This is an optimization exercise on Yosys and OpenROAD, whose aim is small area, not a production implementation. Function was not checked in any run shown here: the RTL went through the layout flow alone. Power and IR drop assume default switching activity.

==> flow/design.v <==
module fifo_one_clk (rst, clk, write_data, write_req, read_req, ovf_data,
                     fifo_empty, fifo_full, head, ovf_write, ovf_read, ovf_alloc);
input         rst, clk;
input  [7:0]  write_data;
input         write_req;    
input         read_req;     
input  [7:0]  ovf_data;     
output        fifo_empty, fifo_full;
output [7:0]  head;         
output        ovf_write;    
output        ovf_read;     
output        ovf_alloc;    
reg [79:0]  mem;
reg [3:0]   cnt;
assign fifo_empty = (cnt == 4'd0);
assign fifo_full  = (cnt == 4'd15);
wire write_to_fifo = write_req & !fifo_full;
wire eq10 = (cnt == 4'd10);
wire gt10 = (cnt > 4'd10);
always @(posedge clk or negedge rst)
	if (!rst)
		cnt <= 4'd0;
	else if (write_to_fifo & !read_req)
		cnt <= cnt + 4'd1;
	else if (read_req & !write_to_fifo)
		cnt <= cnt - 4'd1;
assign ovf_write = write_to_fifo & (gt10 | (eq10 & !read_req));
assign ovf_read  = read_req & gt10;
assign ovf_alloc = write_to_fifo & eq10 & !read_req;
wire       insert = (write_to_fifo & !ovf_write) | ovf_read;
wire [7:0] din    = gt10 ? ovf_data : write_data;
always @(posedge clk)
	if (insert)
		mem <= {mem[71:0], din};
reg [7:0] rd;
integer k;
always @(*) begin
	rd = 8'd0;
	for (k = 0; k < 9; k = k + 1)
		rd = rd | (mem[k*8 +: 8] & {8{cnt == k + 1}});
	rd = rd | (mem[72 +: 8] & {8{cnt >= 4'd10}});
end
assign head = rd;
endmodule
module switch(rst,clk,write_data_0, write_data_1,dest_0,dest_1,write_req_0, write_req_1,
data_ack_0, data_ack_1, read_data_0, read_data_1,read_data_valid_0, read_data_valid_1,source_add_0, source_add_1,
 configuration_address,configuration_data,configuration_data_valid);
input               rst,clk;
input       [7:0]   write_data_0, write_data_1;
input       [2:0]   dest_0, dest_1;
input               write_req_0, write_req_1;
output reg          data_ack_0, data_ack_1;
output reg  [7:0]   read_data_0, read_data_1;
output reg          read_data_valid_0, read_data_valid_1;
output reg          source_add_0, source_add_1;
input       [3:0]   configuration_address;
input       [7:0]   configuration_data;
input               configuration_data_valid;
reg [7:0] map;
reg       strict_rount, prioritized;
reg       last_read_out_0, last_read_out_1;
wire fifo_dest_0 = map[dest_0];
wire fifo_dest_1 = map[dest_1];
wire [3:0] empty, full, rd, wreq, ovf_write, ovf_read, ovf_alloc;
wire [7:0] head0, head1, head2, head3;
wire [7:0] xdata0, xdata1, xdata2, xdata3;
assign wreq[0] = write_req_0 & !fifo_dest_0;
assign wreq[1] = write_req_0 &  fifo_dest_0;
assign wreq[2] = write_req_1 & !fifo_dest_1;
assign wreq[3] = write_req_1 &  fifo_dest_1;
always @(posedge clk or negedge rst)
	if (!rst) begin
		map          <= 8'b1111_0000;
		strict_rount <= 1'b1;
		prioritized  <= 1'b0;
	end else if (configuration_data_valid)
		case (configuration_address)
			0 : map <= configuration_data;
			1: {strict_rount, prioritized} <= configuration_data[1:0];
		endcase
always @(posedge clk or negedge rst)
	if (!rst) begin
		data_ack_0 <= 1'b0;
		data_ack_1 <= 1'b0;
	end else begin
		data_ack_0 <= write_req_0 & !(fifo_dest_0 ? full[1] : full[0]);
		data_ack_1 <= write_req_1 & !(fifo_dest_1 ? full[3] : full[2]);
	end
wire next_0 = strict_rount ? prioritized : !last_read_out_0;
wire next_1 = strict_rount ? prioritized : !last_read_out_1;
assign rd[0] = !empty[0] & (empty[2] | !next_0);
assign rd[2] = !empty[2] & (empty[0] |  next_0);
assign rd[1] = !empty[1] & (empty[3] | !next_1);
assign rd[3] = !empty[3] & (empty[1] |  next_1);
always @(posedge clk or negedge rst)
	if (!rst) begin
		read_data_valid_0 <= 1'b0;
		read_data_valid_1 <= 1'b0;
		last_read_out_0   <= 1'b0;
		last_read_out_1   <= 1'b0;
	end else begin
		read_data_valid_0 <= rd[0] | rd[2];
		read_data_valid_1 <= rd[1] | rd[3];
		if (read_data_valid_0) last_read_out_0 <= source_add_0;
		if (read_data_valid_1) last_read_out_1 <= source_add_1;
	end
always @(posedge clk) begin
	source_add_0 <= rd[2];
	source_add_1 <= rd[3];
	read_data_0  <= (head0 & {8{rd[0]}}) | (head2 & {8{rd[2]}});
	read_data_1  <= (head1 & {8{rd[1]}}) | (head3 & {8{rd[3]}});
end
reg  [39:0] mem_a, mem_b;
reg  [2:0]  cnt_a, cnt_b;
reg  [1:0]  own_a, own_b;
wire        busy_a = (cnt_a != 3'd0);
wire        busy_b = (cnt_b != 3'd0);
wire [3:0] grant_a, grant_b;
assign grant_a[0] = ovf_alloc[0] & !busy_a;
assign grant_a[1] = ovf_alloc[1] & !busy_a & !ovf_alloc[0];
assign grant_a[2] = ovf_alloc[2] & !busy_a & !(|ovf_alloc[1:0]);
assign grant_a[3] = ovf_alloc[3] & !busy_a & !(|ovf_alloc[2:0]);
assign grant_b    = ovf_alloc & ~grant_a;
wire [3:0] is_a = {busy_a & own_a == 2'd3, busy_a & own_a == 2'd2,
                   busy_a & own_a == 2'd1, busy_a & own_a == 2'd0};
wire [3:0] is_b = {busy_b & own_b == 2'd3, busy_b & own_b == 2'd2,
                   busy_b & own_b == 2'd1, busy_b & own_b == 2'd0};
wire [3:0] wr_a_q = ovf_write & (is_a | grant_a);
wire [3:0] wr_b_q = ovf_write & (is_b | grant_b);
wire wr_a = |wr_a_q;
wire wr_b = |wr_b_q;
wire rd_a = |(ovf_read & is_a);
wire rd_b = |(ovf_read & is_b);
wire [7:0] wd_a = (|wr_a_q[3:2]) ? write_data_1 : write_data_0;
wire [7:0] wd_b = (|wr_b_q[3:2]) ? write_data_1 : write_data_0;
always @(posedge clk or negedge rst)
	if (!rst) begin
		cnt_a <= 3'd0;
		cnt_b <= 3'd0;
	end else begin
		if (wr_a & !rd_a) cnt_a <= cnt_a + 3'd1;
		else if (rd_a & !wr_a) cnt_a <= cnt_a - 3'd1;
		if (wr_b & !rd_b) cnt_b <= cnt_b + 3'd1;
		else if (rd_b & !wr_b) cnt_b <= cnt_b - 3'd1;
	end
always @(posedge clk) begin
	if (|grant_a) own_a <= {grant_a[3] | grant_a[2], grant_a[3] | grant_a[1]};
	if (|grant_b) own_b <= {grant_b[3] | grant_b[2], grant_b[3] | grant_b[1]};
	if (wr_a) mem_a <= {mem_a[31:0], wd_a};
	if (wr_b) mem_b <= {mem_b[31:0], wd_b};
end
reg [7:0] head_a, head_b;
integer k;
always @(*) begin
	head_a = 8'd0;
	head_b = 8'd0;
	for (k = 0; k < 5; k = k + 1) begin
		head_a = head_a | (mem_a[k*8 +: 8] & {8{cnt_a == k + 1}});
		head_b = head_b | (mem_b[k*8 +: 8] & {8{cnt_b == k + 1}});
	end
end
assign xdata0 = is_a[0] ? head_a : head_b;
assign xdata1 = is_a[1] ? head_a : head_b;
assign xdata2 = is_a[2] ? head_a : head_b;
assign xdata3 = is_a[3] ? head_a : head_b;
fifo_one_clk FIFO_IN0_OUT0 (.rst(rst), .clk(clk), .write_data(write_data_0),
	.write_req(wreq[0]), .read_req(rd[0]), .ovf_data(xdata0),
	.fifo_empty(empty[0]), .fifo_full(full[0]), .head(head0),
	.ovf_write(ovf_write[0]), .ovf_read(ovf_read[0]), .ovf_alloc(ovf_alloc[0]));
fifo_one_clk FIFO_IN0_OUT1 (.rst(rst), .clk(clk), .write_data(write_data_0),
	.write_req(wreq[1]), .read_req(rd[1]), .ovf_data(xdata1),
	.fifo_empty(empty[1]), .fifo_full(full[1]), .head(head1),
	.ovf_write(ovf_write[1]), .ovf_read(ovf_read[1]), .ovf_alloc(ovf_alloc[1]));
fifo_one_clk FIFO_IN1_OUT0 (.rst(rst), .clk(clk), .write_data(write_data_1),
	.write_req(wreq[2]), .read_req(rd[2]), .ovf_data(xdata2),
	.fifo_empty(empty[2]), .fifo_full(full[2]), .head(head2),
	.ovf_write(ovf_write[2]), .ovf_read(ovf_read[2]), .ovf_alloc(ovf_alloc[2]));
fifo_one_clk FIFO_IN1_OUT1 (.rst(rst), .clk(clk), .write_data(write_data_1),
	.write_req(wreq[3]), .read_req(rd[3]), .ovf_data(xdata3),
	.fifo_empty(empty[3]), .fifo_full(full[3]), .head(head3),
	.ovf_write(ovf_write[3]), .ovf_read(ovf_read[3]), .ovf_alloc(ovf_alloc[3]));
endmodule
==> flow/flow/run.sh <==
#!/bin/bash
# Standard ORFS layout with area-oriented tweaks:
#  - clock tree without dummy loads, from small clock buffers
#  - port buffers of the smallest buffer cell
#  - power (and so area) recovery after global routing
export CTS_ARGS="-sink_clustering_enable -repair_clock_nets -dont_use_dummy_load -sink_clustering_size 30 -sink_clustering_max_diameter 80"
export BUFFER_PORTS_ARGS="-buffer_cell sky130_fd_sc_hd__buf_1"
#export RECOVER_POWER=100
bash standard.sh > standard.log 2>&1
==> flow/standard.sh <==
#!/bin/bash
# synth_recipe.tcl (not shown) runs the flow's synth.tcl, then flattens the netlist and writes it again
# the make line also repeats each setting of config.mk as NAME=value (left out here)
make -C /OpenROAD-flow-scripts/flow DESIGN_CONFIG=/design/flow/config.mk WORK_HOME=/design/flow/orfs CLKGATE_MAP_FILE= SYNTH_SCRIPT=/design/flow/synth_recipe.tcl "${@:-finish}"
==> flow/config.mk <==
export PLATFORM = sky130hd
export DESIGN_NAME = switch
export DESIGN_NICKNAME = switch
export VERILOG_FILES = /design/flow/design.v
export SDC_FILE = /design/flow/constraint.sdc
export NUM_CORES = 4
export LEC_CHECK = 0
export CAP_MARGIN = 20
export CORE_MARGIN = 2
export CORE_UTILIZATION = 40
export SLEW_MARGIN = 20
==> flow/constraint.sdc <==
create_clock -name core_clock -period 5.0 [get_ports {clk}]
set_input_delay 1.0000 -clock core_clock [delete_from_list [all_inputs] [get_ports {clk}]]
set_output_delay 1.0000 -clock core_clock [all_outputs]
set_load 0.01 [all_outputs]
==> results of run 1 <==
-- kinds of logic after synthesis --
| group | after synthesis | share of synthesized area |
|---|---|---|
| DFF | 460 | 0.6912 |
| AOI/OAI and AO/OA | 360 | 0.1380 |
| and+or+nand+nor | 266 | 0.06733 |
| buffers and inverters | 112 | 0.02309 |
| muxes | 79 | 0.04643 |
| adders and majority gates | 39 | 0.02495 |
| xor gates and xnor gates | 20 | 0.009003 |
-- metal layers --
layer	vias up	wire length (um)
li1	5290	-
met3	51	2429
met4	2	954
met2	321	19290
met1	5784	20820
met5	-	13
-- registers in the layout (all words and copies together) (netlist names), 2 cells and up --
| signal | count |
|---|---|
| mem_b | 40 |
| mem_a | 40 |
| cnt_b | 3 |
| map | 8 |
| FIFO_IN0_OUT1.cnt | 4 |
| read_data_0 | 8 |
| own_b | 2 |
| read_data_1 | 8 |
| FIFO_IN0_OUT0.mem | 80 |
| FIFO_IN1_OUT0.cnt | 4 |
| FIFO_IN1_OUT0.mem | 80 |
| FIFO_IN1_OUT1.mem | 80 |
| FIFO_IN1_OUT1.cnt | 4 |
| own_a | 2 |
| FIFO_IN0_OUT1.mem | 80 |
| FIFO_IN0_OUT0.cnt | 4 |
| cnt_a | 3 |
-- final cells by class --
type	count	share of cell area
sequential	460	0.6386
multi-input combinational	764	0.2657
tap	615	0.03654
clock buffer	27	0.03208
timing repair buffer	83	0.02133
inverter	32	0.005704
-- worst register-to-register path, stage by stage (launching register included) --
cell	delay, ns
dfrtp_1	0.46
inv_1	0.12
ha_1	0.47
nor3b_2	0.33
nor4_4	0.43
o211ai_2	0.25
and2_1	0.29
o221ai_4	0.44
a211o_1	0.25
buf_4	0.45
-- stage by stage --
step           hold slack (ns)  area [um^2]  setup slack (ns)  utilization  power (mW)
4_1_cts                 0.3942        21060             1.160       0.4401       15.70
3_3_place_gp            0.4219        20380            0.9315       0.4260       13.43
3_5_place_dp            0.4313        20380            0.8033       0.4260       13.54
2_1_floorplan           0.4188        19480            0.2750            -       11.55
6_report                0.3921        21060             1.143       0.4401       15.60
5_1_grt                 0.4048        21060            0.8809       0.4401       16.57
-- worst min-delay path by stage --
stage	to	slack, ns	cells past startpoint
after floorplan	FIFO_IN1_OUT0.mem[54]	0.42	0
after global placement	FIFO_IN0_OUT1.mem[54]	0.42	0
after detailed placement	FIFO_IN1_OUT1.mem[79]	0.43	0
after CTS	mem_a[30]	0.39	0
after global routing	mem_a[30]	0.40	0
final	mem_a[30]	0.39	0
-- Yosys cell counts (all sizes together) (10+ instances only) --
master	n
a211oi	24
a21oi	49
a221oi	40
a222oi	29
a22o	11
a22oi	55
a32oi	12
buf	19
clkbuf	61
dfrtp	33
dfxtp	18
edfxtp	404
ha	38
inv	28
mux2	66
mux2i	13
nand2	120
nand2b	10
nand3	11
nor2	49
nor2b	22
nor3	12
o21ai	70
o22ai	22
xor2	11
-- report_power, final --
group | switching [mW] | internal, mW | total, mW
Combinational | 3.69 | 1.86 | 5.55
Sequential | 0.988 | 6.93 | 7.92
Clock | 1.18 | 0.956 | 2.14
==> out/qor.csv, run 1 <==
stage;metric;value;unit
setup_path;critical path's slowest cell;ha_1;
setup_path;worst r2r dst;mem_b[15];
clock_network;Worst-Skew Late Latency;0.61;ns
setup_path;CP Launch Type;register;
synth;Post-Syn Area per Cell;14.56;um^2
layout;Finished Layout Cells;1981;
clock_network;Hold-fix buffers, CTS;0;
timing;slew margin rel.;0.2953;
global_route;GRT busiest layer;met1;
setup_path;CP cell instances;inv_1 > ha_1 > nor3b_2 > nor4_4 > o211ai_2 > and2_1 > o221ai_4 > a211o_1 > buf_4;
placed_design;hpwl dp;28200;um
synth;cell taking the most area after synthesis;edfxtp_1;
job;max cap viols;0;
die;row count;80;
placed_design;Final GP Congestion;0.8129;
synth;Seq/Total Area, Yosys;0.6912;
global_route;Global Route Usage Sum;0.1712;
synth;Yosys Warn Count;2;
global_route;GR Util met1;0.2664;
global_route;antenna violations before repair;2;
die;Ports;61;
synth;synthesized area;0.01946;mm^2
route;Routed wire per std cell;21.97;um
clock_network;Post-CTS Resized;0;
synth;dominant synthesized flop cell;edfxtp_1;
setup_path;WP depth;9;
timing;Final Setup Violations;0;
route;Iter 0 DRT Violations;1189;
synth;asr flop ratio synth;0.08261;
clock_network;H-tree depth;1;
pwr;peak supply drop;0.5109;mV
route;Post-DRT Antenna Nets;0;
clock_network;clk sinks;460;
synth;EDFF count, synth;404;
layout;footprint of the multi-input gates;0.005595;mm^2
pwr;Power Density;740.9;mW/mm^2
route;drt pass-1 iters;5;
clock_network;CTS Buffer Depth;3;
setup_path;delay-heaviest family, CP;simple AND/OR/NAND/NOR gates;
die;die width;224.6;um
setup_path;Worst Reg-to-Reg Cells;9;
global_route;number of global-route vias before repair;11050;
timing;skew final;0.07650;ns
setup_path;critical path's largest stage delay;0.47;ns
synth;Gate Count Post-Synth;1336;
route;Routed WL;43520;um
timing;Setup TNS;0;ns
layout;Sequential Area;0.01345;mm^2
setup_path;CP Launch Point;FIFO_IN1_OUT0.cnt[1];
global_route;grt ovf;0;
timing;period utilisation layout;0.7714;
layout;Area Overhead vs Synth;8.231;%
global_route;M3 GR Usage;0.02391;
global_route;largest net degree at the start of global routing;81;
placed_design;placed insts;1954;
clock_network;CTS Root Cell;clkbuf_16;
die;Die Y;224.6;um
timing;RSZ-0062 raised after global routing;false;
hold_path;worst hold path type;reg2reg;
layout;Antenna Cells;0;
synth;synth unique cells;81;
synth;post-synth top area share;0.6235;
global_route;first-pass GRT wire length;67410;um
die;core region area;0.04785;mm^2
clock_network;Post-CTS Setup Bufs;0;
clock_network;TritonCTS Buffers;27;
layout;layout cell share with drive strength beyond 1;0.1105;
setup_path;Worst Setup EP;mem_b[15];
timing;Worst Max-Slew Pin Slew;1.051;ns
clock_network;Clk pin slew, worst setup/hold paths;0.09;ns
setup_path;Worst EP required;5.22;ns
layout;most frequent cells in the layout;edfxtp_1, nand2_1, o21ai_0;
route;routed vias/inst;5.779;
setup_path;worst r2r src;FIFO_IN1_OUT0.cnt[1];
setup_path;critical path class;reg2reg;
synth;synthesized flop and latch total;460;
route;detailed-route via count;11450;
layout;fillers;4274;
hold_path;Hold Startpoint;mem_a[22];
timing;fmax;259.3;MHz
timing;Hold Vio Cnt, Final;0;
placed_design;IO buf count;60;
die;initial core utilization;0.4067;
setup_path;CP Max Fanout;40;
layout;most common cell after layout, fill and taps aside;edfxtp_1;
setup_path;Critical Path Sink Type;register;
pwr;leakage;7.060;nW
setup_path;worst path buffer plus inverter count;2;
timing;max-slew violations;0;
layout;layout net count;1445;
die;Die Area;0.05042;mm^2
setup_path;Worst EP arrival;4.08;ns
route;DRC Markers;0;
synth;Syn Nets;1413;
synth;synth top area cells;edfxtp_1, dfrtp_1, mux2_2, ha_1, nand2_1;
clock_network;CTS tree;yes;
timing;Final Critical Period;3.857;ns
setup_path;reg2reg setup slack;1.14;ns
outcome;status;no timing/DRC/antenna violations;
global_route;met2 GRT Util;0.2537;
==> inputs of run 2 (changes only) <==
==> flow/flow/run.sh (replaced) <==
#!/bin/bash
# Standard ORFS layout with area-oriented tweaks:
#  - clock tree without dummy loads, from small clock buffers
#  - port buffers of the smallest buffer cell
#  - power (and so area) recovery after global routing
export CTS_ARGS="-sink_clustering_enable -repair_clock_nets -dont_use_dummy_load -sink_clustering_size 24 -sink_clustering_max_diameter 60"
export BUFFER_PORTS_ARGS="-buffer_cell sky130_fd_sc_hd__buf_1"
#export RECOVER_POWER=100
bash standard.sh > standard.log 2>&1
==> out/qor.csv, run 2 <==
stage;metric;value;unit;change
synth;synthesized flop and latch total;460;;unchanged
timing;Hold Vio Cnt, Final;0;;unchanged
synth;synth top area cells;edfxtp_1, dfrtp_1, mux2_2, ha_1, nand2_1;;
synth;commonest cells in the synthesized netlist;edfxtp_1, nand2_1, o21ai_0;;
die;core region area;0.04785;mm^2;unchanged
pwr;peak supply drop;0.5049;mV;-1.2%
synth;dominant synthesized flop cell;edfxtp_1;;
die;initial core utilization;0.4067;;unchanged
clock_network;H-tree depth;2;;+1
route;detailed-route via count;11570;;+1.1%
route;routed vias/inst;5.812;;+0.58%
clock_network;clk sinks;460;;unchanged
setup_path;worst path buffer plus inverter count;2;;unchanged
synth;Syn Nets;1413;;unchanged
setup_path;Worst EP arrival;4.07;ns;about the same
clock_network;Hold-fix buffers, CTS;0;;unchanged
route;routed wl met3;2891;um;+19%
clock_network;TritonCTS Buffers;37;;+37%
route;met2 wire length;19200;um;-0.51%
route;Routed wire per std cell;22.05;um;+0.36%
placed_design;placed insts;1954;;unchanged
route;DRC Markers;0;;unchanged
setup_path;CP Launch Point;FIFO_IN1_OUT0.cnt[0];;
timing;slew margin rel.;0.2975;;+0.002162
pwr;Power Density;753.3;mW/mm^2;+1.7%
job;max cap viols;0;;unchanged
synth;most common cell in the netlist;edfxtp_1;;
setup_path;CP cell instances;inv_1 > ha_1 > nor3b_2 > nor4_4 > o211ai_2 > and2_1 > o221ai_4 > a211o_1 > buf_4;;
setup_path;CP Max Fanout;40;;unchanged
synth;cell taking the most area after synthesis;edfxtp_1;;
setup_path;worst r2r dst;mem_b[32];;
synth;Synth Area in Compound Gates;0.1380;;unchanged
clock_network;Post-CTS Setup Bufs;0;;unchanged
synth;post-synth top area share;0.6235;;unchanged
route;DR top layer;met5;;
layout;most common cell after layout, fill and taps aside;edfxtp_1;;
timing;Final Setup Violations;0;;unchanged
synth;Gate Count Post-Synth;1336;;unchanged
layout;layout net count;1455;;+0.69%
layout;fillers;4253;;-0.49%
timing;Worst Max-Slew Pin Slew;1.048;ns;-0.003223 ns
synth;xor/xnor share of the synthesized area;0.009003;;unchanged
setup_path;Worst Setup EP;mem_b[32];;
setup_path;WP depth;9;;unchanged
setup_path;critical path's slowest cell;ha_1;;
setup_path;CP Launch Type;register;;
die;row count;80;;unchanged
synth;mux cell area share after synthesis;0.04643;;unchanged
timing;RSZ-0062 raised after global routing;false;;
synth;Post-Syn Area per Cell;14.56;um^2;unchanged
clock_network;Worst-Skew Late Latency;0.57;ns;-0.04 ns
global_route;antenna violations before repair;2;;unchanged
route;Post-DRT Antenna Nets;0;;unchanged
timing;Setup TNS;0;ns;unchanged
timing;period utilisation layout;0.7822;;+0.01074
clock_network;Post-CTS Resized;0;;unchanged
hold_path;worst hold path type;reg2reg;;
placed_design;hpwl dp;28200;um;unchanged
synth;Simple-Gate Fraction of Synth Area;0.06733;;unchanged
global_route;first-pass GRT wire length;67520;um;+0.17%
outcome;status;no timing/DRC/antenna violations;;
route;drt pass-1 iters;5;;unchanged
clock_network;CTS tree;yes;;
synth;Yosys Warn Count;2;;unchanged
synth;adder-cell share of the synthesized area;0.02495;;unchanged
synth;synth unique cells;81;;unchanged
setup_path;Worst EP required;5.16;ns;-0.06 ns
route;Routed WL;43890;um;+0.86%
layout;Finished Layout Cells;1991;;+0.50%
timing;skew final;0.07439;ns;-0.002113 ns
die;Die Y;224.6;um;unchanged
clock_network;CTS Root Cell;clkbuf_16;;
synth;asr flop ratio synth;0.08261;;unchanged
layout;Area Overhead vs Synth;9.517;%;
synth;largest family of logic cells by synthesized area;compound AO/OA/AOI/OAI gates;;
placed_design;Final GP Congestion;0.8129;;unchanged
hold_path;Hold Path Stages;0;;unchanged
timing;Final Critical Period;3.911;ns;+0.05370 ns
setup_path;critical path's largest stage delay;0.49;ns;+0.02 ns
die;Die Area;0.05042;mm^2;unchanged
global_route;largest net degree at the start of global routing;81;;unchanged
setup_path;reg2reg setup slack;1.09;ns;-0.05 ns
global_route;number of global-route vias before repair;11100;;+0.53%
layout;Antenna Cells;0;;unchanged
global_route;Global Route Usage Sum;0.1734;;+0.002185
placed_design;IO buf count;60;;unchanged
global_route;grt ovf;0;;unchanged
route;Met1 Wirelength;20860;um;+0.16%
pwr;leakage;7.183;nW;+1.7%
clock_network;CTS Buffer Depth;3;;unchanged
setup_path;delay-heaviest family, CP;simple AND/OR/NAND/NOR gates;;
die;die width;224.6;um;unchanged
synth;EDFF count, synth;404;;unchanged
layout;most frequent cells in the layout;edfxtp_1, nand2_1, o21ai_0;;
timing;fmax;255.7;MHz;-1.4%
setup_path;worst r2r src;FIFO_IN1_OUT0.cnt[0];;
route;Iter 0 DRT Violations;1275;;+7.2%
clock_network;Clk pin slew, worst setup/hold paths;0.09;ns;about the same
setup_path;critical path class;reg2reg;;
timing;max-slew violations;0;;unchanged
layout;layout cell share with drive strength beyond 1;0.1170;;+0.006464
setup_path;Worst Reg-to-Reg Cells;9;;unchanged
die;Ports;61;;unchanged
setup_path;Critical Path Sink Type;register;;
synth;synthesized area;0.01946;mm^2;unchanged
synth;Seq/Total Area, Yosys;0.6912;;unchanged
-- run 2: cell count changes in the layout (fill, tap and decap cells not counted), sizes merged --
cell	change
clkbuf	+10
-- run 2: cell families (layout without fill, tap and decap cells) --
kind of cell | Yosys count | after routing
buf+inv | 112 | 152
compound gates | 360 | 360
xor+xnor | 20 | 20
flops | 460 | 460
simple gates | 266 | 266
mux | 79 | 79
fa+ha+maj | 39 | 39
-- run 2: worst min-delay path by stage --
stage                                startpoint                    end  slack (ns)
after global placement    FIFO_IN0_OUT1.mem[46]  FIFO_IN0_OUT1.mem[54]        0.42
after global routing                  mem_a[22]              mem_a[30]        0.42
final                                 mem_a[22]              mem_a[30]        0.40
after CTS                             mem_a[22]              mem_a[30]        0.40
after floorplan           FIFO_IN1_OUT0.mem[46]  FIFO_IN1_OUT0.mem[54]        0.42
after detailed placement  FIFO_IN1_OUT1.mem[71]  FIFO_IN1_OUT1.mem[79]        0.43
-- run 2: per-layer routing --
| metal | vias up | track usage |
|---|---|---|
| li1 | 5310 | - |
| met1 | 5828 | 0.2655 |
| met2 | 366 | 0.2508 |
| met3 | 66 | 0.03331 |
| met4 | 2 | 0.04892 |
| met5 | - | 0 |
-- run 2: metrics by stage --
stage	setup slack [ns]	hold WS, ns	total power, mW	utilization	instance area, um^2
2_1_floorplan	0.2750	0.4188	11.55	-	19480
3_3_place_gp	0.9315	0.4219	13.43	0.4260	20380
3_5_place_dp	0.8033	0.4313	13.54	0.4260	20380
4_1_cts	1.140	0.4034	16.15	0.4454	21310
5_1_grt	0.9056	0.4174	17.02	0.4454	21310
6_report	1.089	0.4026	16.05	0.4454	21310
-- run 2: layout make-up --
class,instances,area [um^2],share of cell area
inverter,32,120.1,0.005637
tap,615,769.5,0.03611
multi-input combinational,764,5595,0.2626
sequential,460,13450,0.6311
timing repair buffer,83,449.2,0.02108
clock buffer,37,925.9,0.04345
-- run 2: report_power, final --
part           total, mW  switching (mW)  internal, mW
Clock               2.57            1.26          1.31
Sequential          7.93           0.990          6.94
Combinational       5.56            3.70          1.86
Total               16.1            5.94          10.1
-- run 2: worst reg2reg max path: stages (launching register included) --
cell and delay [ns]:
dfrtp_1 0.45, inv_1 0.11, ha_1 0.49, nor3b_2 0.33, nor4_4 0.43, o211ai_2 0.25
and2_1 0.29, o221ai_4 0.44, a211o_1 0.25, buf_4 0.46

-- re-timing with driven ports --
No port has a modelled driver above. Below, the same layouts with a new extraction and two added sets of constraints.
Step 1: set_driving_cell puts a clkbuf_16 on clk and a buf_2 on each other input, an assumption about the parent block.
Step 2 adds t to the input delays and takes it off the output delays; t is the mean of the earliest and latest rising clock arrival at the registers after step 1. Input paths then give back, and output paths get back, about the clock's delay inside the block.
Three values: ideal, step 1, step 2; two values: the first two.
run	t (ns)	setup slack, ns	worst setup path after step 2	worst data-port slew with drivers (ns)
run 1	0.629	1.143 / 1.143 / 0.788	input to register	0.04
run 2	0.593	1.089 / 1.089 / 0.738	input to register	0.04
After both steps every run listed still meets setup and hold. For run 1, which loses most, drivers alone change the setup slack by 0.000 ns; drivers and shift together by -0.355 ns.
